From an optimization exercise on the open Yosys and OpenROAD flow, aimed at small area, a short achievable clock period and few clock cycles; shortcuts taken in it are not production practice.
At most, simulation tests tie the RTL to the original design; equivalence was not proved.
Only the layout flow was run in runs 2 and 3; the RTL was not checked for function there.

[design/flow/flow/run.sh]
#!/bin/bash
set -euo pipefail
bash standard.sh SETUP_SLACK_MARGIN=${MARGIN:-7.5} SYNTH_ARGS=-noabc \
  "BUFFER_PORTS_ARGS=-buffer_cell sky130_fd_sc_hd__buf_4" finish > standard.log 2>&1
[design/flow/standard.sh]
#!/bin/bash
# synth_recipe.tcl (not shown) runs the flow's synth.tcl, then flattens the netlist and writes it again
# the make line also repeats each setting of config.mk as NAME=value (left out here)
make -C /OpenROAD-flow-scripts/flow DESIGN_CONFIG=/design/flow/config.mk WORK_HOME=/design/flow/orfs CLKGATE_MAP_FILE= SYNTH_SCRIPT=/design/flow/synth_recipe.tcl "${@:-finish}"
[design/flow/config.mk]
export PLATFORM = sky130hd
export DESIGN_NAME = sa_accel
export DESIGN_NICKNAME = sa_accel
export VERILOG_FILES = /design/flow/design.v
export SDC_FILE = /design/flow/constraint.sdc
export NUM_CORES = 4
export LEC_CHECK = 0
export CAP_MARGIN = 20
export CORE_MARGIN = 2
export CORE_UTILIZATION = 60
export CTS_CLUSTER_DIAMETER = 100
export CTS_CLUSTER_SIZE = 24
export PLACE_DENSITY = 0.72
export SLEW_MARGIN = 20
[design/flow/constraint.sdc]
create_clock -name core_clock -period 11.0 [get_ports {clk}]
set_input_delay 2.2000 -clock core_clock [delete_from_list [all_inputs] [get_ports {clk}]]
set_output_delay 2.2000 -clock core_clock [all_outputs]
set_load 0.01 [all_outputs]
[design/flow/design.v]
module quantize (
    input  logic        clk,
    input  logic [22:0] acc,
    input  logic [3:0]  cp,
    output logic [7:0]  quantized_data
);
    logic [22:0] acc_q;
    logic [3:0]  cp_q;
    always_ff @(posedge clk) begin
        acc_q <= acc;
        cp_q  <= cp;
    end
    logic [22:0] v;
    logic        s, uni, c;
    logic [6:0]  w;
    assign v[4:0]  = acc_q[4:0];
    assign v[22:5] = acc_q[22:5] + {5'd0, cp_q[3], 3'd0, cp_q[2], 3'd0, cp_q[1], 3'd0, cp_q[0]};
    assign s    = v[22];
    assign uni  = (v[22:10] == 13'h0000) || (v[22:10] == 13'h1fff);
    assign w    = v[9:3];
    assign c    = s ? (v[2] & (v[1] | v[0])) : v[2];
    always_comb begin
        if (!uni)         quantized_data = s ? 8'h80 : 8'h7f;
        else if (s)       quantized_data = {1'b1, w} + {7'd0, c};
        else if (&w && c) quantized_data = 8'h7f;
        else              quantized_data = {1'b0, w} + {7'd0, c};
    end
endmodule
module shift_register #(
    parameter LEN = 1,
    parameter W   = 8
) (
    input  logic         clk,
    input  logic [W-1:0] din,
    output logic [W-1:0] dout
);
    logic [W-1:0] sr [0:LEN-1];
    always_ff @(posedge clk) begin
        sr[0] <= din;
        for (int i = 1; i < LEN; i++) sr[i] <= sr[i-1];
    end
    assign dout = sr[LEN-1];
endmodule
module shift_array (
    input  logic             clk,
    input  logic [31:0]      a_in,       
    input  logic [7:0]       b0_in,      
    input  logic [3:1][7:0]  b_in,       
    output logic [3:0][31:0] a_col,      
    output logic [3:0][11:0] bd_col      
);
    function automatic logic [11:0] booth_enc(input logic [7:0] b);
        logic [3:0] one, two, neg;
        logic bm1, b0, b1;
        for (int k = 0; k < 4; k++) begin
            bm1 = (k == 0) ? 1'b0 : b[2*k-1];
            b0  = b[2*k];
            b1  = b[2*k+1];
            one[k] = b0 ^ bm1;
            two[k] = (b1 & ~b0 & ~bm1) | (~b1 & b0 & bm1);
            neg[k] = b1;
        end
        booth_enc = {neg, two, one};
    endfunction
    assign a_col[0] = a_in;
    always_ff @(posedge clk) begin
        bd_col[0] <= booth_enc(b0_in);
    end
    generate
        for (genvar m = 1; m < 4; m++) begin : g_col
            shift_register #(.LEN(1), .W(32)) u_a (
                .clk(clk), .din(a_col[m-1]), .dout(a_col[m]));
            logic [7:0] b_pre;
            if (m == 1) begin : g_direct
                assign b_pre = b_in[m];
            end else begin : g_delay
                shift_register #(.LEN(m-1), .W(8)) u_b (
                    .clk(clk), .din(b_in[m]), .dout(b_pre));
            end
            always_ff @(posedge clk) begin
                bd_col[m] <= booth_enc(b_pre);
            end
        end
    endgenerate
endmodule
module mac_pe (
    input  logic        clk,
    input  logic        first,
    input  logic [7:0]  a,
    input  logic [3:0]  one, two, neg,   
    output logic [22:0] acc,
    output logic [3:0]  cpend    
);
    logic pp1;
    logic pp2;
    logic pp3;
    logic pp4;
    logic pp5;
    logic pp6;
    logic pp7;
    logic pp8;
    logic pp9;
    logic ns10;
    logic pp11;
    logic pp12;
    logic pp13;
    logic pp14;
    logic pp15;
    logic pp16;
    logic pp17;
    logic pp18;
    logic pp19;
    logic ns20;
    logic pp21;
    logic pp22;
    logic pp23;
    logic pp24;
    logic pp25;
    logic pp26;
    logic pp27;
    logic pp28;
    logic pp29;
    logic ns30;
    logic pp31;
    logic pp32;
    logic pp33;
    logic pp34;
    logic pp35;
    logic pp36;
    logic pp37;
    logic pp38;
    logic pp39;
    logic ns40;
    logic g41;
    logic g42;
    logic g43;
    logic g44;
    logic g45;
    logic g46;
    logic g47;
    logic g48;
    logic g49;
    logic g50;
    logic g51;
    logic g52;
    logic g53;
    logic g54;
    logic g55;
    logic g56;
    logic g57;
    logic g58;
    logic g59;
    logic g60;
    logic g61;
    logic g62;
    logic g63;
    logic g64;
    logic g65;
    logic g66;
    logic g67;
    logic s68;
    logic c69;
    logic s70;
    logic c71;
    logic s72;
    logic c73;
    logic s74;
    logic c75;
    logic s76;
    logic c77;
    logic s78;
    logic c79;
    logic s80;
    logic c81;
    logic s82;
    logic c83;
    logic s84;
    logic c85;
    logic s86;
    logic c87;
    logic s88;
    logic c89;
    logic s90;
    logic s91;
    logic c92;
    logic s93;
    logic c94;
    logic s95;
    logic c96;
    logic s97;
    logic c98;
    logic s99;
    logic c100;
    logic s101;
    logic c102;
    logic s103;
    logic c104;
    logic s105;
    logic c106;
    logic s107;
    logic c108;
    logic s109;
    logic c110;
    logic s111;
    logic c112;
    logic s113;
    logic c114;
    logic s115;
    logic c116;
    logic s117;
    logic c118;
    logic s119;
    logic c120;
    logic s121;
    logic c122;
    logic s123;
    logic c124;
    logic s125;
    logic c126;
    logic s127;
    logic c128;
    logic s129;
    logic c130;
    logic s131;
    logic c132;
    logic s133;
    logic c134;
    logic s135;
    logic c136;
    logic s137;
    logic c138;
    logic s139;
    logic c140;
    logic s141;
    logic c142;
    logic s143;
    logic c144;
    logic s145;
    logic s146;
    logic s147;
    logic c148;
    logic s149;
    logic s150;
    logic s151;
    logic s152;
    logic s153;
    assign pp1 = ((one[0] & a[0])) ^ neg[0];
    assign pp2 = ((one[0] & a[1]) | (two[0] & a[0])) ^ neg[0];
    assign pp3 = ((one[0] & a[2]) | (two[0] & a[1])) ^ neg[0];
    assign pp4 = ((one[0] & a[3]) | (two[0] & a[2])) ^ neg[0];
    assign pp5 = ((one[0] & a[4]) | (two[0] & a[3])) ^ neg[0];
    assign pp6 = ((one[0] & a[5]) | (two[0] & a[4])) ^ neg[0];
    assign pp7 = ((one[0] & a[6]) | (two[0] & a[5])) ^ neg[0];
    assign pp8 = ((one[0] & a[7]) | (two[0] & a[6])) ^ neg[0];
    assign pp9 = ((one[0] & a[7]) | (two[0] & a[7])) ^ neg[0];
    assign ns10 = ~pp9;
    assign pp11 = ((one[1] & a[0])) ^ neg[1];
    assign pp12 = ((one[1] & a[1]) | (two[1] & a[0])) ^ neg[1];
    assign pp13 = ((one[1] & a[2]) | (two[1] & a[1])) ^ neg[1];
    assign pp14 = ((one[1] & a[3]) | (two[1] & a[2])) ^ neg[1];
    assign pp15 = ((one[1] & a[4]) | (two[1] & a[3])) ^ neg[1];
    assign pp16 = ((one[1] & a[5]) | (two[1] & a[4])) ^ neg[1];
    assign pp17 = ((one[1] & a[6]) | (two[1] & a[5])) ^ neg[1];
    assign pp18 = ((one[1] & a[7]) | (two[1] & a[6])) ^ neg[1];
    assign pp19 = ((one[1] & a[7]) | (two[1] & a[7])) ^ neg[1];
    assign ns20 = ~pp19;
    assign pp21 = ((one[2] & a[0])) ^ neg[2];
    assign pp22 = ((one[2] & a[1]) | (two[2] & a[0])) ^ neg[2];
    assign pp23 = ((one[2] & a[2]) | (two[2] & a[1])) ^ neg[2];
    assign pp24 = ((one[2] & a[3]) | (two[2] & a[2])) ^ neg[2];
    assign pp25 = ((one[2] & a[4]) | (two[2] & a[3])) ^ neg[2];
    assign pp26 = ((one[2] & a[5]) | (two[2] & a[4])) ^ neg[2];
    assign pp27 = ((one[2] & a[6]) | (two[2] & a[5])) ^ neg[2];
    assign pp28 = ((one[2] & a[7]) | (two[2] & a[6])) ^ neg[2];
    assign pp29 = ((one[2] & a[7]) | (two[2] & a[7])) ^ neg[2];
    assign ns30 = ~pp29;
    assign pp31 = ((one[3] & a[0])) ^ neg[3];
    assign pp32 = ((one[3] & a[1]) | (two[3] & a[0])) ^ neg[3];
    assign pp33 = ((one[3] & a[2]) | (two[3] & a[1])) ^ neg[3];
    assign pp34 = ((one[3] & a[3]) | (two[3] & a[2])) ^ neg[3];
    assign pp35 = ((one[3] & a[4]) | (two[3] & a[3])) ^ neg[3];
    assign pp36 = ((one[3] & a[5]) | (two[3] & a[4])) ^ neg[3];
    assign pp37 = ((one[3] & a[6]) | (two[3] & a[5])) ^ neg[3];
    assign pp38 = ((one[3] & a[7]) | (two[3] & a[6])) ^ neg[3];
    assign pp39 = ((one[3] & a[7]) | (two[3] & a[7])) ^ neg[3];
    assign ns40 = ~pp39;
    assign g41 = acc[0] & ~first;
    assign g42 = acc[1] & ~first;
    assign g43 = acc[2] & ~first;
    assign g44 = acc[3] & ~first;
    assign g45 = acc[4] & ~first;
    assign g46 = acc[5] & ~first;
    assign g47 = acc[6] & ~first;
    assign g48 = acc[7] & ~first;
    assign g49 = acc[8] & ~first;
    assign g50 = acc[9] & ~first;
    assign g51 = acc[10] & ~first;
    assign g52 = acc[11] & ~first;
    assign g53 = acc[12] & ~first;
    assign g54 = acc[13] & ~first;
    assign g55 = acc[14] & ~first;
    assign g56 = acc[15] & ~first;
    assign g57 = acc[16] & ~first;
    assign g58 = acc[17] & ~first;
    assign g59 = acc[18] & ~first;
    assign g60 = acc[19] & ~first;
    assign g61 = acc[20] & ~first;
    assign g62 = acc[21] & ~first;
    assign g63 = acc[22] & ~first;
    assign g64 = cpend[0] & ~first;
    assign g65 = cpend[1] & ~first;
    assign g66 = cpend[2] & ~first;
    assign g67 = cpend[3] & ~first;
    assign s68 = neg[2] ^ pp5;
    assign c69 = neg[2] & pp5;
    assign s70 = pp6 ^ pp14 ^ pp22;
    assign c71 = (pp6 & pp14) | (pp6 & pp22) | (pp14 & pp22);
    assign s72 = neg[3] ^ pp7 ^ pp15;
    assign c73 = (neg[3] & pp7) | (neg[3] & pp15) | (pp7 & pp15);
    assign s74 = pp23 ^ pp31;
    assign c75 = pp23 & pp31;
    assign s76 = pp8 ^ pp16 ^ pp24;
    assign c77 = (pp8 & pp16) | (pp8 & pp24) | (pp16 & pp24);
    assign s78 = pp32 ^ g48;
    assign c79 = pp32 & g48;
    assign s80 = ~(pp17 ^ pp25);
    assign c81 = pp17 | pp25;
    assign s82 = pp33 ^ ns10 ^ g49;
    assign c83 = (pp33 & ns10) | (pp33 & g49) | (ns10 & g49);
    assign s84 = ~(pp18 ^ pp26);
    assign c85 = pp18 | pp26;
    assign s86 = pp34 ^ g50 ^ g65;
    assign c87 = (pp34 & g50) | (pp34 & g65) | (g50 & g65);
    assign s88 = pp27 ^ pp35 ^ ns20;
    assign c89 = (pp27 & pp35) | (pp27 & ns20) | (pp35 & ns20);
    assign s90 = ~pp28;
    assign s91 = neg[1] ^ pp3;
    assign c92 = neg[1] & pp3;
    assign s93 = pp4 ^ pp12;
    assign c94 = pp4 & pp12;
    assign s95 = pp13 ^ pp21 ^ s68;
    assign c96 = (pp13 & pp21) | (pp13 & s68) | (pp21 & s68);
    assign s97 = c69 ^ s70 ^ g46;
    assign c98 = (c69 & s70) | (c69 & g46) | (s70 & g46);
    assign s99 = s74 ^ c71 ^ s72;
    assign c100 = (s74 & c71) | (s74 & s72) | (c71 & s72);
    assign s101 = c75 ^ c73 ^ s76;
    assign c102 = (c75 & c73) | (c75 & s76) | (c73 & s76);
    assign s103 = c77 ^ s80 ^ c79;
    assign c104 = (c77 & s80) | (c77 & c79) | (s80 & c79);
    assign s105 = c81 ^ s84 ^ c83;
    assign c106 = (c81 & s84) | (c81 & c83) | (s84 & c83);
    assign s107 = c85 ^ g51 ^ s88;
    assign c108 = (c85 & g51) | (c85 & s88) | (g51 & s88);
    assign s109 = pp36 ^ s90 ^ g52;
    assign c110 = (pp36 & s90) | (pp36 & g52) | (s90 & g52);
    assign s111 = pp37 ^ pp28 ^ ns30;
    assign c112 = (pp37 & pp28) | (pp37 & ns30) | (pp28 & ns30);
    assign s113 = ~(pp38 ^ g54);
    assign c114 = pp38 | g54;
    assign s115 = neg[0] ^ pp1;
    assign c116 = neg[0] & pp1;
    assign s117 = pp2 ^ g42;
    assign c118 = pp2 & g42;
    assign s119 = pp11 ^ s91 ^ g43;
    assign c120 = (pp11 & s91) | (pp11 & g43) | (s91 & g43);
    assign s121 = c92 ^ s93 ^ g44;
    assign c122 = (c92 & s93) | (c92 & g44) | (s93 & g44);
    assign s123 = c94 ^ g45 ^ s95;
    assign c124 = (c94 & g45) | (c94 & s95) | (g45 & s95);
    assign s125 = g64 ^ c96 ^ s97;
    assign c126 = (g64 & c96) | (g64 & s97) | (c96 & s97);
    assign s127 = g47 ^ c98 ^ s99;
    assign c128 = (g47 & c98) | (g47 & s99) | (c98 & s99);
    assign s129 = s78 ^ c100 ^ s101;
    assign c130 = (s78 & c100) | (s78 & s101) | (c100 & s101);
    assign s131 = c102 ^ s82 ^ s103;
    assign c132 = (c102 & s82) | (c102 & s103) | (s82 & s103);
    assign s133 = s86 ^ c104 ^ s105;
    assign c134 = (s86 & c104) | (s86 & s105) | (c104 & s105);
    assign s135 = c87 ^ s107 ^ c106;
    assign c136 = (c87 & s107) | (c87 & c106) | (s107 & c106);
    assign s137 = c89 ^ s109 ^ c108;
    assign c138 = (c89 & s109) | (c89 & c108) | (s109 & c108);
    assign s139 = g53 ^ s111 ^ c110;
    assign c140 = (g53 & s111) | (g53 & c110) | (s111 & c110);
    assign s141 = g66 ^ c112 ^ s113;
    assign c142 = (g66 & c112) | (g66 & s113) | (c112 & s113);
    assign s143 = ns40 ^ g55 ^ c114;
    assign c144 = (ns40 & g55) | (ns40 & c114) | (g55 & c114);
    assign s145 = ~g56;
    assign s146 = ~g57;
    assign s147 = ~(g58 ^ g67);
    assign c148 = g58 | g67;
    assign s149 = ~g59;
    assign s150 = ~g60;
    assign s151 = ~g61;
    assign s152 = ~g62;
    assign s153 = ~g63;
    logic [22:0] r0, r1;
    assign r0 = {g62, g61, g60, g59, c148, g57, g56, c144, c142, c140, c138, c136, c134, c132, c130, c128, c126, c124, c122, c120, c118, c116, s115};
    assign r1 = {s153, s152, s151, s150, s149, s147, s146, s145, s143, s141, s139, s137, s135, s133, s131, s129, s127, s125, s123, s121, s119, s117, g41};
    always_ff @(posedge clk) begin
        {cpend[0], acc[4:0]} <= {1'b0, r0[4:0]} + {1'b0, r1[4:0]};
        {cpend[1], acc[8:5]} <= {1'b0, r0[8:5]} + {1'b0, r1[8:5]};
        {cpend[2], acc[12:9]} <= {1'b0, r0[12:9]} + {1'b0, r1[12:9]};
        {cpend[3], acc[16:13]} <= {1'b0, r0[16:13]} + {1'b0, r1[16:13]};
        acc[22:17] <= r0[22:17] + r1[22:17];
    end
endmodule
module systolic_NxN_cfg (
    input  logic             clk,
    input  logic [3:0][31:0] a_col,
    input  logic [3:0][11:0] bd_col,    
    input  logic [3:0]       first,     
    output logic [3:0][3:0][22:0] psum,  
    output logic [3:0][3:0][3:0]  cpend  
);
    generate
        for (genvar m = 0; m < 4; m++) begin : g_m
            for (genvar x = 0; x < 4; x++) begin : g_x
                mac_pe u_pe (
                    .clk(clk), .first(first[m]), .a(a_col[m][8*x +: 8]),
                    .one(bd_col[m][3:0]), .two(bd_col[m][7:4]), .neg(bd_col[m][11:8]),
                    .acc(psum[m][x]), .cpend(cpend[m][x]));
            end
        end
    endgenerate
endmodule
module SA_with_shift_cfg (
    input  logic        clk,
    input  logic        rst_n,
    input  logic        start_all,
    input  logic [7:0]  k_param,
    input  logic        out_mode,
    input  logic [7:0]  row_shape,
    input  logic [7:0]  col_shape,
    output logic        done_all,
    output logic        ren_n,
    output logic [12:0] raddr_row,
    input  logic [31:0] rdata_row,
    output logic [12:0] raddr_col,
    input  logic [31:0] rdata_col,
    output logic        wen_n,
    output logic [12:0] waddr,
    output logic [31:0] data_out
);
    logic        busy;
    logic [7:0]  cnt;         
    logic [7:0]  inner;       
    logic [7:0]  outer;       
    logic [12:0] base_a;      
    logic        ren_q;       
    logic        ren_nq;      
    logic        first_q;     
    logic [12:0] ra_row, ra_col;
    logic        mode;
    logic [7:0]  kq, n_outer, n_inner, slot_m1;
    logic go;    
    always_ff @(posedge clk or negedge rst_n) begin
        if (!rst_n) go <= 1'b0;
        else        go <= start_all && !busy && !go;
    end
    always_ff @(posedge clk) begin
        if (!busy && !go) begin
            mode    <= out_mode;
            kq      <= k_param;
            n_outer <= out_mode ? col_shape : row_shape;
            n_inner <= out_mode ? row_shape : col_shape;
            slot_m1 <= (k_param < 8'd4) ? 8'd3 : k_param - 8'd1;
        end
    end
    logic end_blk, inner_last, last_blk, job_last;
    assign end_blk    = busy && (cnt == 8'd0);
    assign inner_last = (inner == 8'd0);
    assign job_last   = end_blk && inner_last && (outer == 8'd0);
    assign last_blk   = end_blk;
    logic [12:0] ra_a, ra_b, na_a, na_b;
    assign ra_a = mode ? ra_col : ra_row;
    assign ra_b = mode ? ra_row : ra_col;
    always_comb begin
        na_a = ra_a;
        na_b = ra_b;
        if (ren_q) begin
            na_a = ra_a + 13'd1;
            na_b = ra_b + 13'd1;
            if (end_blk) begin
                if (inner_last) na_b = 13'd0;
                else            na_a = base_a;
            end
        end
    end
    logic       busy_n;
    logic [7:0] cnt_n;
    always_comb begin
        busy_n = busy;
        cnt_n  = cnt - 8'd1;
        if (!busy) begin
            busy_n = go;
            cnt_n  = slot_m1;
        end else if (cnt == 8'd0) begin
            busy_n = !job_last;
            cnt_n  = slot_m1;
        end
    end
    always_ff @(posedge clk or negedge rst_n) begin
        if (!rst_n) begin
            busy    <= 1'b0;
            ren_q   <= 1'b0;
            first_q <= 1'b0;
        end else begin
            busy    <= busy_n;
            ren_q   <= busy_n && (cnt_n < kq);
            first_q <= busy_n && (cnt_n == kq - 8'd1);
        end
    end
    always_ff @(posedge clk) begin
        cnt     <= cnt_n;
        ren_nq  <= !(busy_n && (cnt_n < kq));
        if (!busy) begin
            inner  <= n_inner - 8'd1;
            outer  <= n_outer - 8'd1;
            base_a <= 13'd0;
            ra_row <= 13'd0;
            ra_col <= 13'd0;
        end else begin
            if (end_blk) begin
                if (inner_last) begin
                    inner  <= n_inner - 8'd1;
                    outer  <= outer - 8'd1;
                    base_a <= ra_a + 13'd1;
                end else begin
                    inner  <= inner - 8'd1;
                end
            end
            ra_row <= mode ? na_b : na_a;
            ra_col <= mode ? na_a : na_b;
        end
    end
    assign ren_n     = ren_nq;
    assign raddr_row = ra_row;
    assign raddr_col = ra_col;
    logic [7:0] p_val, p_first, p_last, p_job;
    always_ff @(posedge clk or negedge rst_n) begin
        if (!rst_n) begin
            p_val   <= '0;
            p_first <= '0;
            p_last  <= '0;
            p_job   <= '0;
        end else begin
            p_val   <= {p_val[6:0],   ren_q};
            p_first <= {p_first[6:0], ren_q && first_q};
            p_last  <= {p_last[6:0],  last_blk};
            p_job   <= {p_job[6:0],   job_last};
        end
    end
    logic [31:0]     a_word, b_word;
    logic [31:0]     a_reg;
    logic [3:1][7:0] b_reg;
    assign a_word = mode ? rdata_col : rdata_row;
    assign b_word = mode ? rdata_row : rdata_col;
    always_ff @(posedge clk) begin
        a_reg <= p_val[0] ? a_word : 32'd0;
        b_reg <= b_word[31:8];
    end
    logic [3:0][31:0] a_col;
    logic [3:0][11:0] bd_col;
    shift_array u_skew (
        .clk(clk), .a_in(a_reg), .b0_in(b_word[7:0]), .b_in(b_reg),
        .a_col(a_col), .bd_col(bd_col));
    logic [3:0][3:0][22:0] psum;
    logic [3:0][3:0][3:0]  cpend;
    systolic_NxN_cfg u_array (
        .clk(clk), .a_col(a_col), .bd_col(bd_col),
        .first(p_first[4:1]), .psum(psum), .cpend(cpend));
    logic [3:0] wr;
    assign wr = p_last[5:2];
    logic [3:0][22:0] sel_acc;
    logic [3:0][3:0]  sel_cp;
    always_comb begin
        for (int x = 0; x < 4; x++) begin
            sel_acc[x] = '0;
            sel_cp[x]  = 4'd0;
            for (int m = 0; m < 4; m++)
                if (wr[m]) begin
                    sel_acc[x] = psum[m][x];
                    sel_cp[x]  = cpend[m][x];
                end
        end
    end
    logic [3:0][7:0] q;
    generate
        for (genvar x = 0; x < 4; x++) begin : g_q
            quantize u_q (.clk(clk), .acc(sel_acc[x]), .cp(sel_cp[x]), .quantized_data(q[x]));
        end
    endgenerate
    logic        wr_d;
    logic [31:0] dout_q;
    logic        wen_nq, done_q;
    logic [12:0] waddr_q;
    always_ff @(posedge clk) begin
        dout_q <= q;
        wen_nq <= !wr_d;
        done_q <= p_job[6];
        if (go)        waddr_q <= 13'h1fff;
        else if (wr_d) waddr_q <= waddr_q + 13'd1;
    end
    always_ff @(posedge clk or negedge rst_n) begin
        if (!rst_n) wr_d <= 1'b0;
        else        wr_d <= |wr;
    end
    assign data_out = dout_q;
    assign wen_n    = wen_nq;
    assign waddr    = waddr_q;
    assign done_all = done_q;
endmodule
module sa_accel (
    input  logic        clk,
    input  logic        rst_n,
    input  logic        start_all,
    input  logic [7:0]  k_param,
    input  logic        out_mode,
    input  logic [7:0]  row_shape,
    input  logic [7:0]  col_shape,
    output logic        done_all,
    output logic        ren_n,
    output logic [12:0] raddr_row,
    input  logic [31:0] rdata_row,
    output logic [12:0] raddr_col,
    input  logic [31:0] rdata_col,
    output logic        wen_n,
    output logic [12:0] waddr,
    output logic [31:0] data_out
);
SA_with_shift_cfg u_SA (
    .clk(clk), .rst_n(rst_n),
    .start_all(start_all), .k_param(k_param), .out_mode(out_mode),
    .row_shape(row_shape), .col_shape(col_shape), .done_all(done_all),
    .ren_n(ren_n), .raddr_row(raddr_row), .rdata_row(rdata_row),
    .raddr_col(raddr_col), .rdata_col(rdata_col),
    .wen_n(wen_n), .waddr(waddr), .data_out(data_out)
);
endmodule
==> impl_results.md, run 1 <==
- Status: timing/DRC/antenna clean
- Crit Path Class: register to register
- Dpl cell area: 68660 um2
- Layout Utilization: 0.6675
- Worst slew pin tran: 998.7 ps
- Crit Path Max Fanout: 16
- M1 WL: 77.41 mm
- Post-synthesis mux area share: 0.01836
- Final hold violation count: 0
- Distinct cells, synth: 87
- Nets: 7949
- First-pass GRT wire length: 279.4 mm
- DRT iter0 DRCs: 4981
- # H-tree levels: 2
- Slew Limit Fails: 0
- Main combinational cell family by area after synthesis: adder cells
- Yosys warns: 10
- Synth Area in Simple Gates: 0.09878
- Routed Antenna Nets: 0
- Final Critical Period: 3526 ps
- CTS tree: built
- Required time of the critical path: 11550 ps
- Gr usage total: 0.3133
- Synthesized instance count: 6811
- Synth Area in XOR/XNOR: 0.1213
- HPWL Detailed: 122.3 mm
- Final instance area: 73870 um2
- Initial Utilization: 0.6041
- Highest Signal Layer: met4
- Largest net degree at the start of global routing: 182
- Most flop-heavy register: u_SA.u_array.g_m.g_x.u_pe.acc
- ANT cells: 0
- Die H: 337.8 um
- Root buffer cell: clkbuf_16
- Vias per inst: 6.074
- Maxcap violations: 0
- P&R area growth vs syn: 10.50%
- Relative slew margins: 0.3342
- Die W: 337.8 um
- Layout cell share with drive strength beyond 1: 0.1269
- Core footprint: 110700 um2
- Hold_sp: u_SA.u_skew.g_col[3].g_delay.u_b.sr[0][6]$_DFF_P_
- DR WL met3: 15.48 mm
- Clock Tree Buf Depth: 3
- Seq cells post-synth: 932
- Fin Hold WS: 297.1 ps
- Gpl congestion: 0.8737
- Hold Crit Depth: 0
- CP startpoint kind: register
- Reg2Reg Capture Point: u_SA.u_array.g_m[0].g_x[1].u_pe.cpend[1]$_DFF_P_
- Setup tns final: 0 ps
- Hold Path End: u_SA.u_skew.g_col[3].g_delay.u_b.sr[1][6]$_DFF_P_
- RSZ-0062 raised after global routing: yes
- CTS Hold Buffers Added: 0
- Sequential Area: 19610 um2
- Register-to-Register Path Depth: 10
- FP Rows: 122
- CTS buffer count: 47
- Ports: 166
- Multi-input logic area: 44600 um2
- Met2 routed WL: 85.34 mm
- Remaining global-route overflow: 0
- Launch point of the worst reg-to-reg path: u_SA.u_skew.bd_col[6]$_DFF_P_
- HP Class: register to register
- EDFF count, synth: 49
- DR pass1 iterations: 6
- CTS clk-pin slew, worst paths: 100 ps
- Fill count: 8524
- Antenna violations before repair: 0
- Vias: 50100
- Register area share after synthesis: 0.2882
- Ys flop type: dfxtp_1
- Number of global-route vias before repair: 49460
- Crit. End Element: register
- Ys async rst share: 0.02575
- Final setup fails: 0
- Wire length per cell: 22.58 um
- Post-Synth Adder-Cell Area: 0.2683
- Syn Nets: 8020
- Synth Area in Compound Gates: 0.1473
- Full die area: 114100 um2
- IO Port Bufs: 165
- Achievable Freq: 283.6 MHz
- WL final: 186.3 mm
- Later-pin clock latency in the skew report: 700 ps
- Tcrit/Tclk final: 0.3205
- Biggest registers after layout: u_SA.u_array.g_m.g_x.u_pe.acc (368), u_SA.u_skew.g_col.u_a.sr (96), u_SA.g_q.u_q.acc_q (92)
- Max reg flops: 368
- Post-route DRC violation count: 0
- Netlist Area Pre-Place: 66860 um2
- Synth Area per Inst: 9.816 um2
- R2R setup slack: 7470 ps
- Worst Path Arrival: 4080 ps
- Total clock sinks: 932
- Clk_skew: 48.04 ps
==> layout make-up <==
cell class	instances	share of cell area
multi-input combinational	4892	0.6037
sequential	932	0.2654
timing repair buffer	343	0.05989
inverter	524	0.02673
tap	1488	0.02520
clock buffer	61	0.01790
clock inverter	9	0.001118
==> cells in the mapped netlist, types with 6 or more instances <==
master / n / share of area
nand3_1: 59 / 0.0044
nor2b_1: 267 / 0.025
nand2b_1: 253 / 0.024
a22o_1: 13 / 0.0017
buf_1: 79 / 0.0044
nand2_1: 281 / 0.016
a21o_1: 217 / 0.024
mux2i_1: 72 / 0.011
o31a_1: 6 / 0.00079
buf_2: 17 / 0.0013
and2_1: 9 / 0.00084
or2_2: 7 / 0.00065
and3_1: 20 / 0.0019
nor4_1: 15 / 0.0014
edfxtp_1: 49 / 0.022
o22ai_1: 7 / 0.00065
a41oi_1: 6 / 0.00079
clkbuf_1: 279 / 0.016
xnor2_1: 605 / 0.079
a21oi_1: 295 / 0.022
clkbuf_2: 80 / 0.0060
nor3_1: 45 / 0.0034
and4_1: 8 / 0.0010
mux2_2: 45 / 0.0076
o21ai_0: 262 / 0.020
nor2_1: 209 / 0.012
or3_1: 14 / 0.0013
a31oi_1: 14 / 0.0013
o21bai_1: 22 / 0.0025
dfxtp_1: 859 / 0.26
a22oi_1: 565 / 0.063
nand3b_1: 17 / 0.0019
o21a_1: 10 / 0.0011
buf_4: 6 / 0.00067
ha_1: 589 / 0.11
nand4_1: 20 / 0.0019
inv_1: 523 / 0.029
fa_1: 528 / 0.16
a211oi_1: 9 / 0.0010
dfrtp_1: 24 / 0.0090
xor2_1: 321 / 0.042
==> per-layer routing <==
layer / global-route usage / vias up
met3: 0.05126 / 434
met4: 0.1217 / 0
met5: 0 / -
met2: 0.4958 / 2170
li1: - / 22730
met1: 0.4309 / 24770
==> what timing repair did <==
| action | in CTS | in global routing |
|---|---|---|
| buffers inserted | 30 | 33 |
| setup endpoints to repair | 172 | 85 |
| cloned | 31 | 16 |
| resized for setup | 337 | 231 |
| pin swaps | 39 | 129 |
==> metrics by stage <==
stage	setup slack, ps	cells
2_1_floorplan	7441	6811
3_3_place_gp	6641	8069
3_5_place_dp	6528	8069
4_1_cts	7438	8200
5_1_grt	7374	8249
6_report	7474	8249
==> how the worst max path moves through the flow <==
| stage | start | to | slack [ps] | cells past startpoint |
|---|---|---|---|---|
| detailed placement | u_SA.mode$_DFFE_PP_ | u_SA.ra_col[12]$_SDFF_PN0_ | 6530 | 10 |
| CTS | u_SA.u_skew.bd_col[38]$_DFF_P_ | u_SA.u_array.g_m[3].g_x[3].u_pe.cpend[2]$_DFF_P_ | 7440 | 12 |
| finish | u_SA.u_skew.bd_col[6]$_DFF_P_ | u_SA.u_array.g_m[0].g_x[1].u_pe.cpend[1]$_DFF_P_ | 7470 | 10 |
| floorplan | u_SA.u_skew.bd_col[12]$_DFF_P_ | u_SA.u_array.g_m[1].g_x[0].u_pe.cpend[1]$_DFF_P_ | 7440 | 11 |
| global placement | u_SA.mode$_DFFE_PP_ | u_SA.ra_col[12]$_SDFF_PN0_ | 6640 | 10 |
| global route | u_SA.g_q[2].u_q.acc_q[5]$_DFF_P_ | u_SA.dout_q[22]$_DFF_P_ | 7370 | 17 |
==> critical path: stages (launching register included) <==
cell and delay, ps:
dfxtp_4 380, buf_12 160, a22oi_1 210, xnor2_1 120, fa_1 570, fa_1 460
fa_1 510, ha_2 230, fa_1 410, a21o_1 200, a21o_1 170
==> placed cells by master, fill, tap and decap left out, types with 13 or more instances in the layout <==
cell type  count
dfxtp_1      683
xnor2_1      587
ha_1         564
inv_1        521
a22oi_1      488
fa_1         479
xor2_1       318
a21oi_1      286
nand2_1      278
nor2b_1      266
o21ai_0      255
nand2b_1     251
buf_4        232
a21o_1       217
nor2_1       208
dfxtp_2      138
a22oi_2       77
mux2i_1       72
clkbuf_16     66
nand3_1       58
buf_12        55
fa_2          49
edfxtp_1      49
mux2_2        45
nor3_1        44
dfxtp_4       38
bufbuf_16     30
ha_2          24
o21bai_1      21
and3_1        20
nand4_1       20
xnor2_2       18
nand3b_1      17
dfrtp_1       17
nor4_1        15
or3_1         14
a31oi_1       13
a22o_1        13
==> logic make-up after synthesis <==
family                   count (synthesis)
AO/OA/AOI/OAI                         1480
XOR/XNOR                               926
multiplexers                           117
AND/OR/NAND/NOR                       1252
adder cells (fa/ha/maj)               1117
buffers and inverters                  987
flip-flops                             932
Testbench counts, summed over its fixed seeds: cycles 206,522.
==> run 2: changes to the inputs <==
--- a/design/flow/design.v
+++ b/design/flow/design.v
@@ -4,17 +4,14 @@
     input  logic [3:0]  cp,
     output logic [7:0]  quantized_data
 );
-    logic [22:0] acc_q;
-    logic [3:0]  cp_q;
-    always_ff @(posedge clk) begin
-        acc_q <= acc;
-        cp_q  <= cp;
-    end
-    logic [22:0] v;
+    logic [22:0] sum, v;
     logic        s, uni, c;
     logic [6:0]  w;
-    assign v[4:0]  = acc_q[4:0];
-    assign v[22:5] = acc_q[22:5] + {5'd0, cp_q[3], 3'd0, cp_q[2], 3'd0, cp_q[1], 3'd0, cp_q[0]};
+    assign sum[4:0]  = acc[4:0];
+    assign sum[22:5] = acc[22:5] + {5'd0, cp[3], 3'd0, cp[2], 3'd0, cp[1], 3'd0, cp[0]};
+    always_ff @(posedge clk) begin
+        v <= sum;
+    end
     assign s    = v[22];
     assign uni  = (v[22:10] == 13'h0000) || (v[22:10] == 13'h1fff);
     assign w    = v[9:3];
--- a/design/flow/config.mk
+++ b/design/flow/config.mk
@@ -7,8 +7,7 @@
 export LEC_CHECK = 0
 export CAP_MARGIN = 20
 export CORE_MARGIN = 2
-export CORE_UTILIZATION = 60
+export CORE_UTILIZATION = 40
 export CTS_CLUSTER_DIAMETER = 100
 export CTS_CLUSTER_SIZE = 24
-export PLACE_DENSITY = 0.72
 export SLEW_MARGIN = 20
==> impl_results.md, run 2 <==
- Required time of the critical path: 11600 ps (was 11550 ps)
- CTS clk-pin slew, worst paths: 110 ps (was 100 ps)
- Clock Tree Buf Depth: 3 (unchanged)
- Worst Path Arrival: 4200 ps (was 4080 ps)
- Achievable Freq: 277.9 MHz (was 283.6 MHz)
- Die H: 411.3 um (was 337.8 um)
- Later-pin clock latency in the skew report: 710 ps (was 700 ps)
- Most common cell in the netlist: dfxtp_1 (unchanged)
- Gpl congestion: 0.9083 (was 0.8737)
- # H-tree levels: 2 (unchanged)
- Top cells by count, synth: 843 x dfxtp_1, 608 x xnor2_1, 589 x ha_1 (was 859 x dfxtp_1, 605 x xnor2_1, 589 x ha_1)
- Wire length per cell: 23.98 um (was 22.58 um)
- Worst slew pin tran: 984.5 ps (was 998.7 ps)
- Yosys warns: 10 (unchanged)
- Die W: 411.3 um (was 337.8 um)
- Synth area leader: dfxtp_1 (unchanged)
- Layout Utilization: 0.4662 (was 0.6675)
- Yosys top cell area share: 0.2543 (was 0.2572)
- HPWL Detailed: 135.5 mm (was 122.3 mm)
- Ys flop type: dfxtp_1 (unchanged)
- Most used cell, CP: fa_1 (unchanged)
- Synthesized instance count: 6628 (was 6811)
- DRT iter0 DRCs: 4795 (was 4981)
- RSZ-0062 raised after global routing: yes (unchanged)
- Reg2Reg Capture Point: u_SA.u_array.g_m[3].g_x[3].u_pe.cpend[1]$_DFF_P_ (was u_SA.u_array.g_m[0].g_x[1].u_pe.cpend[1]$_DFF_P_)
- Relative slew margins: 0.3412 (was 0.3342)
- Synth Area per Inst: 10.01 um2 (was 9.816 um2)
- Total clock sinks: 916 (was 932)
- Final hold violation count: 0 (unchanged)
- Maxcap violations: 0 (unchanged)
- Gr usage total: 0.2381 (was 0.3133)
- CP startpoint kind: register (unchanged)
- Register area share after synthesis: 0.2856 (was 0.2882)
- DR pass1 iterations: 7 (was 6)
- Fin cells: 8935 (was 8249)
- Post-place setup slack: 6378 ps (was 6528 ps)
- Hold Path End: u_SA.u_skew.g_col[3].g_delay.u_b.sr[1][4]$_DFF_P_ (was u_SA.u_skew.g_col[3].g_delay.u_b.sr[1][6]$_DFF_P_)
- Register-to-Register Path Depth: 9 (was 10)
- Crit. End Element: register (unchanged)
- Full die area: 169200 um2 (was 114100 um2)
- IO Port Bufs: 165 (unchanged)
- Routed Antenna Nets: 0 (unchanged)
- Ports: 166 (unchanged)
- Most common cell after layout, fill and taps aside: dfxtp_1 (unchanged)
- Dpl cell area: 69100 um2 (was 68660 um2)
- CP max stage delay: 590 ps (was 570 ps)
- Layout cell share with drive strength beyond 1: 0.1713 (was 0.1269)
- Root buffer cell: clkbuf_16 (unchanged)
- Number of global-route vias before repair: 49490 (was 49460)
- First-pass GRT wire length: 308.3 mm (was 279.4 mm)
- Biggest registers after layout: u_SA.u_array.g_m.g_x.u_pe.acc (368), u_SA.u_skew.g_col.u_a.sr (96), u_SA.g_q.u_q.v (92) (was u_SA.u_array.g_m.g_x.u_pe.acc (368), u_SA.u_skew.g_col.u_a.sr (96), u_SA.g_q.u_q.acc_q (92))
- P&R area growth vs syn: 15.78% (was 10.50%)
- Worst path slowest cell: dfxtp_1 (was fa_1)
- Top delay family on crit path: adder cells (unchanged)
- Antenna violations before repair: 5 (was 0)
- Syn Nets: 7837 (was 8020)
- WL final: 214.3 mm (was 186.3 mm)
- CTS Hold Buffers Added: 0 (unchanged)
- Hold_sp: u_SA.u_skew.g_col[3].g_delay.u_b.sr[0][4]$_DFF_P_ (was u_SA.u_skew.g_col[3].g_delay.u_b.sr[0][6]$_DFF_P_)
- Remaining global-route overflow: 0 (unchanged)
- Setup tns final: 0 ps (unchanged)
- Core footprint: 164800 um2 (was 110700 um2)
- Most frequent cells in the layout: 673 x dfxtp_1, 585 x xnor2_1, 556 x ha_1 (was 683 x dfxtp_1, 587 x xnor2_1, 564 x ha_1)
- CTS tree: built (unchanged)
- Post-route DRC violation count: 0 (unchanged)
- Status: timing/DRC/antenna clean (unchanged)
- Final setup fails: 0 (unchanged)
- Netlist Area Pre-Place: 66350 um2 (was 66860 um2)
- Final Critical Period: 3599 ps (was 3526 ps)
- Most flop-heavy register: u_SA.u_array.g_m.g_x.u_pe.acc (unchanged)
- FP Rows: 149 (was 122)
- Final worst slack: 7401 ps (was 7474 ps)
- Synth area leaders: dfxtp_1 25%, fa_1 16%, ha_1 11%, xnor2_1 8.0%, a22oi_1 5.8% (was dfxtp_1 26%, fa_1 16%, ha_1 11%, xnor2_1 7.9%, a22oi_1 6.3%)
- Seq cells post-synth: 916 (was 932)
- Crit Path Class: register to register (unchanged)
- WP buf/inv: 0 (was 1)
- Final instance area: 76830 um2 (was 73870 um2)
- R2R setup slack: 7400 ps (was 7470 ps)
- Vias: 50420 (was 50100)
- Slew Limit Fails: 0 (unchanged)
- Initial Utilization: 0.4026 (was 0.6041)
- Launch point of the worst reg-to-reg path: u_SA.u_skew.g_col[3].u_a.sr[0][24]$_DFF_P_ (was u_SA.u_skew.bd_col[6]$_DFF_P_)
- Max reg flops: 368 (unchanged)
- Vias per inst: 5.643 (was 6.074)
- Clk_skew: 42.32 ps (was 48.04 ps)
- Tcrit/Tclk final: 0.3271 (was 0.3205)
- CTS buffer count: 49 (was 47)
- Placed Cells: 8607 (was 8069)
- Distinct cells, synth: 85 (was 87)
- Nets: 7921 (was 7949)
- Ys async rst share: 0.02620 (was 0.02575)
- HP Class: register to register (unchanged)
- Crit Path Max Fanout: 8 (was 16)
- Hold Crit Depth: 0 (unchanged)
- Largest net degree at the start of global routing: 89 (was 182)
- EDFF count, synth: 49 (unchanged)
- Fin Hold WS: 334.2 ps (was 297.1 ps)
- Crit-path cells: a22oi_1, xnor2_1, fa_1, fa_1, fa_1, ha_2, fa_1, a21o_1, a21o_1 (was buf_12, a22oi_1, xnor2_1, fa_1, fa_1, fa_1, ha_2, fa_1, a21o_1, a21o_1)
## run 2: cell types whose count changed after synthesis, sizes merged, moves of 22 or more
cell / previous run / this run
inv: 523 / 545
nor2: 209 / 142
a22oi: 565 / 510
clkbuf: 359 / 319
a21oi: 295 / 225
nand2: 281 / 183
o21ai: 265 / 203
a221o: 0 / 25
o22ai: 7 / 38
## run 2: worst max path at each step
stage          cells past startpoint  slack (ps)                                  startpoint                                               end
5_1_grt                           11        7290              u_SA.u_skew.bd_col[36]$_DFF_P_  u_SA.u_array.g_m[3].g_x[1].u_pe.cpend[1]$_DFF_P_
3_5_place_dp                      14        6380                    u_SA.p_last[3]$_DFF_PN0_                     u_SA.g_q[0].u_q.v[17]$_DFF_P_
2_1_floorplan                     11        7470              u_SA.u_skew.bd_col[37]$_DFF_P_  u_SA.u_array.g_m[3].g_x[3].u_pe.cpend[1]$_DFF_P_
6_report                           9        7400  u_SA.u_skew.g_col[3].u_a.sr[0][24]$_DFF_P_  u_SA.u_array.g_m[3].g_x[3].u_pe.cpend[1]$_DFF_P_
3_3_place_gp                      14        6390                    u_SA.p_last[3]$_DFF_PN0_                     u_SA.g_q[0].u_q.v[17]$_DFF_P_
4_1_cts                            9        7380  u_SA.u_skew.g_col[3].u_a.sr[0][24]$_DFF_P_  u_SA.u_array.g_m[3].g_x[3].u_pe.cpend[1]$_DFF_P_
## run 2: routing by layer
layer,track usage,vias up,part of all wire
li1,-,22690,-
met1,0.3226,25130,0.42
met2,0.3796,2149,0.45
met3,0.04017,448,0.082
met4,0.08993,2,0.046
met5,0,-,0.000056
## run 2: cell families after synthesis
| logic type | synth area share |
|---|---|
| xor gates and xnor gates | 0.1230 |
| and+or+nand+nor | 0.09353 |
| muxes | 0.01935 |
| buffers and inverters | 0.05859 |
| DFF | 0.2856 |
| adders and majority gates | 0.2704 |
| AOI/OAI and AO/OA | 0.1496 |
## run 2: layout make-up
| type | count | area, um2 |
|---|---|---|
| fillers | 15370 | 87970 |
| multi-input cells | 4724 | 45140 |
| flip-flops and latches | 916 | 19310 |
| repair buffers | 476 | 6017 |
| well taps | 2189 | 2739 |
| inverters | 545 | 2053 |
| clock buffers | 61 | 1296 |
| clock inverters | 21 | 261.5 |
| diodes | 3 | 7.507 |
## run 2: repair_timing
action | in CTS | in global routing
gates resized for setup | 397 | 360
gates cloned | 35 | 19
pin swaps | 55 | 340
endpoints found under the setup margin | 240 | 124
setup buffers | 95 | 94
## run 2: worst register-to-register path, cell delays in order, from the launching register on
cell     delay, ps
dfxtp_1        590
a22oi_1        180
xnor2_1        230
fa_1           470
fa_1           510
fa_1           490
ha_2           220
fa_1           460
a21o_1         190
a21o_1         160
==> run 3: changes to the inputs <==
==> design/flow/flow/run.sh (replaced) <==
#!/bin/bash
set -euo pipefail
bash standard.sh SETUP_SLACK_MARGIN=${MARGIN:-7.3} SYNTH_ARGS=-noabc \
  "BUFFER_PORTS_ARGS=-buffer_cell sky130_fd_sc_hd__buf_4" finish > standard.log 2>&1
==> impl_results.md, run 3 <==
- Most common cell after layout, fill and taps aside: dfxtp_1 (unchanged)
- Final Critical Period: 3676 ps (was 3599 ps)
- Required time of the critical path: 11590 ps (was 11600 ps)
- Clk_skew: 45.28 ps (was 42.32 ps)
- Most common cell in the netlist: dfxtp_1 (unchanged)
- Crit. path cell count: 10 (was 9)
- M1 WL: 87.28 mm (was 89.33 mm)
- Tcrit/Tclk final: 0.3341 (was 0.3271)
- Yosys top cell area share: 0.2543 (unchanged)
- Top delay family on crit path: adder cells (unchanged)
- Die W: 411.3 um (unchanged)
- IO Port Bufs: 165 (unchanged)
- Synth area leaders: dfxtp_1 25%, fa_1 16%, ha_1 11%, xnor2_1 8.0%, a22oi_1 5.8% (unchanged)
- DRT iter0 DRCs: 4278 (was 4795)
- Most flop-heavy register: u_SA.u_array.g_m.g_x.u_pe.acc (unchanged)
- WP buf/inv: 1 (was 0)
- Synth area leader: dfxtp_1 (unchanged)
- CTS buffer count: 51 (was 49)
- Crit. End Element: register (unchanged)
- Worst Path Arrival: 4260 ps (was 4200 ps)
- Synth Area per Inst: 10.01 um2 (unchanged)
- R2R setup slack: 7320 ps (was 7400 ps)
- Max reg flops: 368 (unchanged)
- Clock Tree Buf Depth: 3 (unchanged)
- Syn Nets: 7837 (unchanged)
- CTS tree: built (unchanged)
- Number of global-route vias before repair: 48430 (was 49490)
- DR pass1 iterations: 8 (was 7)
- CP startpoint kind: register (unchanged)
- Core footprint: 164800 um2 (unchanged)
- Full die area: 169200 um2 (unchanged)
- Post-route DRC violation count: 0 (unchanged)
- DR WL met3: 15.21 mm (was 17.49 mm)
- Status: timing/DRC/antenna clean (unchanged)
- Synthesized instance count: 6628 (unchanged)
- Relative slew margins: 0.3299 (was 0.3412)
- CTS clk-pin slew, worst paths: 100 ps (was 110 ps)
- Initial Utilization: 0.4026 (unchanged)
- Nets: 7748 (was 7921)
- Gpl congestion: 0.9089 (was 0.9083)
- Final worst slack: 7324 ps (was 7401 ps)
- Largest net degree at the start of global routing: 106 (was 89)
- Biggest registers after layout: u_SA.u_array.g_m.g_x.u_pe.acc (368), u_SA.u_skew.g_col.u_a.sr (96), u_SA.g_q.u_q.v (92) (unchanged)
- Distinct cells, synth: 85 (unchanged)
- Crit Path Class: register to register (unchanged)
- CP max stage delay: 520 ps (was 590 ps)
- Top cells by count, synth: 843 x dfxtp_1, 608 x xnor2_1, 589 x ha_1 (unchanged)
- Final setup fails: 0 (unchanged)
- Netlist Area Pre-Place: 66350 um2 (unchanged)
- Most frequent cells in the layout: 734 x dfxtp_1, 606 x xnor2_1, 586 x ha_1 (was 673 x dfxtp_1, 585 x xnor2_1, 556 x ha_1)
- Gr usage total: 0.2193 (was 0.2381)
- Crit-path cells: buf_12, a22oi_1, xnor2_1, fa_1, fa_1, fa_1, ha_1, fa_1, a21o_1, a21o_1 (was a22oi_1, xnor2_1, fa_1, fa_1, fa_1, ha_2, fa_1, a21o_1, a21o_1)
- RSZ-0062 raised after global routing: yes (unchanged)
- First-pass GRT wire length: 288.8 mm (was 308.3 mm)
- HPWL Detailed: 138.3 mm (was 135.5 mm)
- WL final: 199.5 mm (was 214.3 mm)
- Highest Signal Layer: met5 (unchanged)
- Routed Antenna Nets: 0 (unchanged)
- Later-pin clock latency in the skew report: 710 ps (about the same)
- P&R area growth vs syn: 9.922% (was 15.78%)
- Post-place setup slack: 6499 ps (was 6378 ps)
- Root buffer cell: clkbuf_16 (unchanged)
- Most used cell, CP: fa_1 (unchanged)
- Ys flop type: dfxtp_1 (unchanged)
- Yosys warns: 10 (unchanged)
- Hold Crit Depth: 0 (unchanged)
- Maxcap violations: 0 (unchanged)
- Achievable Freq: 272.1 MHz (was 277.9 MHz)
- Worst slew pin tran: 1005 ps (was 984.5 ps)
- Vias per inst: 5.570 (was 5.643)
- Wire length per cell: 22.76 um (was 23.98 um)
- Vias: 48810 (was 50420)
- Final hold violation count: 0 (unchanged)
- Setup tns final: 0 ps (unchanged)
- # H-tree levels: 2 (unchanged)
- Remaining global-route overflow: 0 (unchanged)
- Met2 routed WL: 92.22 mm (was 97.47 mm)
- Ports: 166 (unchanged)
- Register area share after synthesis: 0.2856 (unchanged)
- EDFF count, synth: 49 (unchanged)
- Total clock sinks: 916 (unchanged)
- Layout cell share with drive strength beyond 1: 0.09530 (was 0.1713)
- Worst path slowest cell: fa_1 (was dfxtp_1)
- Die H: 411.3 um (unchanged)
- Ys async rst share: 0.02620 (unchanged)
- Fin Hold WS: 328.1 ps (was 334.2 ps)
- Crit Path Max Fanout: 36 (was 8)
- Seq cells post-synth: 916 (unchanged)
- HP Class: register to register (unchanged)
- Slew Limit Fails: 0 (unchanged)
- Register-to-Register Path Depth: 10 (was 9)
- Antenna violations before repair: 11 (was 5)
- FP Rows: 149 (unchanged)
-- run 3: cell counts after synthesis --
No cell type changed its count.
-- run 3: area by class of cell --
type                    instances  area [um2]
flip-flops and latches        916       19160
clock inverters                21       320.3
diodes                          5       12.51
well taps                    2189        2739
repair buffers                302        3593
clock buffers                  62        1328
inverters                     545        2049
fillers                     15630       91860
multi-input cells            4723       43730
-- run 3: final timing paths --
check                                                from                                                end
min reg2reg                        u_SA.b_reg[13]$_DFF_P_  u_SA.u_skew.g_col[2].g_delay.u_b.sr[0][5]$_DFF_P_
max                        u_SA.u_skew.bd_col[13]$_DFF_P_   u_SA.u_array.g_m[1].g_x[0].u_pe.cpend[1]$_DFF_P_
max in group asynchronous                           rst_n                           u_SA.p_last[3]$_DFF_PN0_
min                                u_SA.b_reg[13]$_DFF_P_  u_SA.u_skew.g_col[2].g_delay.u_b.sr[0][5]$_DFF_P_
max reg2reg                u_SA.u_skew.bd_col[13]$_DFF_P_   u_SA.u_array.g_m[1].g_x[0].u_pe.cpend[1]$_DFF_P_
min in group asynchronous                           rst_n                            u_SA.p_job[3]$_DFF_PN0_
-- run 3: cells by family after synthesis --
family / count (synthesis) / synth area share
adder cells (fa/ha/maj): 1117 / 0.2704
XOR/XNOR: 932 / 0.1230
AO/OA/AOI/OAI: 1432 / 0.1496
AND/OR/NAND/NOR: 1120 / 0.09353
flip-flops: 916 / 0.2856
multiplexers: 122 / 0.01935
buffers and inverters: 989 / 0.05859
-- run 3: timing repair --
item	CTS	global route
buffers inserted	11	35
pin swaps	0	16
hold endpoints to repair	0	0
resized for setup	113	223
gates cloned	2	22
setup endpoints to repair	139	85
hold buffers	0	0
-- run 3: per-stage QoR --
stage / utilization / instances / area, um2
global route: 0.4425 / 8758 / 72930
detailed placement: 0.4192 / 8605 / 69080
floorplan: - / 6628 / 66430
CTS: 0.4334 / 8701 / 71420
global placement: 0.4192 / 8605 / 69080
finish: 0.4426 / 8763 / 72940
-- run 3: worst register-to-register path, delay by kind of cell, from the launching register on --
family	cells	cell delay [ps]
compound gates	3	510
buf+inv	1	240
xor+xnor	1	220
fa+ha+maj	5	2210
flops	1	380
-- run 3: per-layer routing --
layer	vias up	GRT usage
met5	-	0
met4	6	0.05299
met3	260	0.03166
met2	1765	0.3484
met1	24480	0.3129
li1	22300	-

## separate check: timing with driven ports
The flow's constraints put no driver on any port. The routed layouts listed below were extracted and timed again, unchanged, in two steps.
Step 1 sets driving cells, clkbuf_16 on the clock port and buf_2 on the other inputs (assumed; they add their load-dependent delay and slew).
Step 2, shift: input delay + t, output delay - t, t = (earliest + latest rising clock arrival at the registers) / 2. This alone moves slack from input paths to output paths.
a / b / c = ideal ports / drivers / drivers and shift; a / b = the first two.
| run | t, ns | setup slack, ns | pins driven straight from the clock port |
|---|---|---|---|
| run 1 | 0.746 | 7.474 / 7.462 / 7.388 | 1 |
| run 2 | 0.769 | 7.401 / 7.401 / 7.401 | 1 |
| run 3 | 0.764 | 7.324 / 7.324 / 7.324 | 1 |
After both steps every run listed still meets setup and hold. For run 1, which loses most, drivers alone change the setup slack by -0.012 ns; drivers and shift together by -0.086 ns.
